Source: an optimization exercise on an open RTL-to-GDS flow (aim: small area). Production flows keep margins and buffers that such runs may drop. Only simulation tests tie the RTL to the original design; equivalence was not proved. Power figures rest on the tool's default switching activity, not on a simulated workload.

Design uart_core, start of the top module:
module uart_core(
  input                  clk     ,
  input                  rst_n   ,       
  input                  serial_in_i     ,
  output                 serial_out_o    ,  
  output  [15:0]         bus2ip_addr_o   ,
  output  [15:0]         bus2ip_data_o   ,
  output                 bus2ip_rd_ce_o  ,     
  output                 bus2ip_wr_ce_o  ,     
  input   [15:0]         ip2bus_data_i
);
  wire          parity_en ; 
  wire          msb_first ; 
  wire          start_polarity;
  wire          en_16x_baud;
  wire          reset_buffer;
  wire [7:0]    rx_data_out ;
  wire          rx_read_buffer;
  wire          rx_buffer_data_present;
  wire  [7:0]   tx_data_in         ; 
  wire          tx_write_buffer    ; 
  wire          tx_buffer_full     ; 
  wire          tx_buffer_afull;
  wire  [15:0]  baud_config  ;
  uart_rx uart_rx(
    .clk                   (clk ),
    .rst_n                 (rst_n ),     
    .parity_en_i           (parity_en ),     
    .msb_first_i           (msb_first ),     
    .start_polarity_i      (start_polarity),
    .serial_in_i           (serial_in_i ),
    .data_out_o            (rx_data_out ),
    .read_buffer_i         (rx_read_buffer ),
    .reset_buffer_i        (reset_buffer ),                     
    .en_16x_baud_i         (en_16x_baud ),
    .buffer_data_present_o (rx_buffer_data_present )
  );
  uart_tx uart_tx(
    .clk                   (clk ) , 
    .rst_n                 (rst_n ) , 
    .parity_en_i           (parity_en ) , 
    .msb_first_i           (msb_first ) , 
    .start_polarity_i      (start_polarity),
    .data_in_i             (tx_data_in ) , 
    .write_buffer_i        (tx_write_buffer ) , 
    .reset_buffer_i        (reset_buffer ) , 
    .en_16x_baud_i         (en_16x_baud ) , 
    .serial_out_o          (serial_out_o ) , 
    .buffer_full_o         (tx_buffer_full ) , 
    .buffer_afull_o        (tx_buffer_afull )
  );
  baud_generator  baud_generator(
    .clk                   (clk )   ,
    .rst_n                 (rst_n)  ,
    .baud_config_i         (baud_config )  ,
    .en_16x_baud_o         (en_16x_baud )
  );
  uart_regs  uart_regs(
    .bus2ip_clk            (clk   ),
    .bus2ip_rst_n          (rst_n ),
  ...
export LEC_CHECK = 0
export CAP_MARGIN = 20
export CORE_MARGIN = 2
export CORE_UTILIZATION = 40
export SLEW_MARGIN = 20
create_clock -name core_clock -period 8.0 [get_ports {clk}]
standard.sh (not shown) runs the stock make flow with config.mk's settings and CLKGATE_MAP_FILE= SYNTH_SCRIPT=/design/flow/synth_recipe.tcl, a recipe that flattens the netlist after the stock synthesis.
==> flow/flow/run.sh <==
#!/bin/bash
set -o pipefail
export CTS_ARGS="-sink_clustering_enable -repair_clock_nets -dont_use_dummy_load"
export BUFFER_PORTS_ARGS="-buffer_cell sky130_fd_sc_hd__buf_1"
bash standard.sh > standard.log 2>&1
The baseline passed the timing, design-rule and antenna checks.
Next try:
==> flow/run.sh (new file) <==
#!/bin/bash
# synth_recipe.tcl (not shown) runs the flow's synth.tcl, then flattens the netlist and writes it again
# the make line also repeats each setting of config.mk as NAME=value (left out here)
make -C /OpenROAD-flow-scripts/flow DESIGN_CONFIG=/design/flow/config.mk WORK_HOME=/design/flow/orfs CLKGATE_MAP_FILE= SYNTH_SCRIPT=/design/flow/synth_recipe.tcl finish
CORE_UTILIZATION = 60   (was 40)
CTS_CLUSTER_DIAMETER = 60   (was default)
CTS_CLUSTER_SIZE = 28   (was default)
removed: flow/flow/run.sh
removed: flow/standard.sh
Result: The changed run finished with timing, DRC and antenna clean. Via count goes down slightly. Wire length goes down by a few percent. Non-clock buffer count goes up by 6.
Next try:
==> flow/flow/run.sh (new file) <==
#!/bin/bash
set -o pipefail
export CTS_ARGS="-sink_clustering_enable -repair_clock_nets -dont_use_dummy_load -sink_clustering_size 28 -sink_clustering_max_diameter 60"
export BUFFER_PORTS_ARGS="-buffer_cell sky130_fd_sc_hd__buf_1"
bash standard.sh > standard.log 2>&1
==> flow/standard.sh (new file) <==
#!/bin/bash
# synth_recipe.tcl (not shown) runs the flow's synth.tcl, then flattens the netlist and writes it again
# the make line also repeats each setting of config.mk as NAME=value (left out here)
make -C /OpenROAD-flow-scripts/flow DESIGN_CONFIG=/design/flow/config.mk WORK_HOME=/design/flow/orfs CLKGATE_MAP_FILE= SYNTH_SCRIPT=/design/flow/synth_recipe.tcl "${@:-finish}"
CTS_CLUSTER_DIAMETER = default   (was 60)
CTS_CLUSTER_SIZE = default   (was 28)
removed: flow/run.sh
The changed run went through all stages and came out clean.
Via count falls slightly.
Global-route usage climbs by 0.31 points.
Clock-buffer cell count falls by 7.
Clock power falls by about a fifth.
Worst setup slack got worse by 58 ps.
Sequential share of layout area came out higher by 1.4 points.
Core utilization shrinks by 1.5 points.
Cell area goes down by a few percent.
Next try:
==> flow/run.sh (new file) <==
#!/bin/bash
# synth_recipe.tcl (not shown) runs the flow's synth.tcl, then flattens the netlist and writes it again
# the make line also repeats each setting of config.mk as NAME=value (left out here)
make -C /OpenROAD-flow-scripts/flow DESIGN_CONFIG=/design/flow/config.mk WORK_HOME=/design/flow/orfs CLKGATE_MAP_FILE= SYNTH_SCRIPT=/design/flow/synth_recipe.tcl finish
CORE_UTILIZATION = 40   (was 60)
removed: flow/flow/run.sh
removed: flow/standard.sh
Worst setup slack is worse by 450 ps; global-route usage decreases by 8.2 points; routed wire length increases by 4.6%; power increases by 28%; clock-buffer cell count increases by 77.
Next try:
ABC_AREA = 1   (was default)
CORE_UTILIZATION = 55   (was 40)
CTS_BUF_LIST = sky130_fd_sc_hd__clkbuf_4 sky130_fd_sc_hd__clkbuf_8   (was default)
CTS_CLUSTER_SIZE = 24   (was default)
Non-clock buffer count came out higher by 4.
Via count came out higher by 31%.
Area after synthesis came out higher by about 5%.
Power came out lower by 5.3%.
Count of clock-buffer cells in the layout came out higher by 92.

========
== run a ==
Another version of the RTL of uart_core (not shown whole).
For scale: roughly 2400 cells after synthesis, roughly 54 I/O pins, roughly 34000 sq um of cells after synthesis.
export LEC_CHECK = 0
export CAP_MARGIN = 20
export CORE_MARGIN = 2
export CORE_UTILIZATION = 60
export PLACE_DENSITY = 0.7
export SLEW_MARGIN = 20
create_clock -name core_clock -period 8.0 [get_ports {clk}]
==> flow/flow/run.sh <==
#!/bin/bash
set -o pipefail
export CTS_ARGS="-sink_clustering_enable -repair_clock_nets -dont_use_dummy_load -root_buf sky130_fd_sc_hd__clkbuf_16 -buf_list sky130_fd_sc_hd__clkbuf_8 -sink_clustering_size 20 -sink_clustering_max_diameter 80"
export BUFFER_PORTS_ARGS="-buffer_cell sky130_fd_sc_hd__buf_1"
bash standard.sh > standard.log 2>&1
Relative to run a, the following input files were edited for run b:
Settings: PLACE_DENSITY now 0.8, was 0.7; CORE_UTILIZATION now 70, was 60.
==> flow/flow/run.sh <==
#!/bin/bash
set -o pipefail
export CTS_ARGS="-sink_clustering_enable -repair_clock_nets -dont_use_dummy_load -sink_clustering_size 36 -sink_clustering_max_diameter 70"
export BUFFER_PORTS_ARGS="-buffer_cell sky130_fd_sc_hd__buf_1"
bash standard.sh > standard.log 2>&1
### Flow results
From run a to run b the numbers moved as follows: number of multi-input combinational cells neither gained nor lost much; non-clock buffer instance count of the final layout went up; final cell count lost 147.
The post-synthesis instance area was comparable across run a and run b.
Run a → run b: utilization now sits higher; global-route usage over all layers increased by 4.8 points relative to the old numbers; number of cells after detailed placement decreased 4.4%; aggregate routed wire length stayed essentially flat; post-route cell area roughly the same.
Run b vs. run a: sequential share of layout area went down 0.17 points; total area of multi-input combinational cells held.

[re-timing with driven ports]
The results above use ideal ports. As a check the final layouts listed here were re-extracted and re-timed, cells and wires unchanged.
Step 1, drivers: a clkbuf_16 drives clk and a buf_2 each remaining input, both assumed.
Step 2 adds t to the input delays and takes it off the output delays; t is the mean of the earliest and latest rising clock arrival at the registers after step 1. Input paths then give back, and output paths get back, about the clock's delay inside the block.
Three values: ideal, step 1, step 2; two values: the first two.
run	t, ns	setup WS [ns]	worst setup path at the end
the first run of note 1	0.686	1.658 / 1.594 / 2.280	register to output
the second run of note 1	0.685	1.468 / 1.403 / 2.088	register to output
the third run of note 1	0.661	1.410 / 1.347 / 2.009	register to output
the fourth run of note 1	0.700	0.962 / 0.897 / 1.597	register to output
the fifth run of note 1	0.822	0.790 / 0.733 / 1.555	register to output
run a	0.640	1.660 / 1.596 / 2.236	register to output
run b	0.640	2.101 / 2.045 / 2.685	register to output
After both steps every run listed still meets setup and hold.
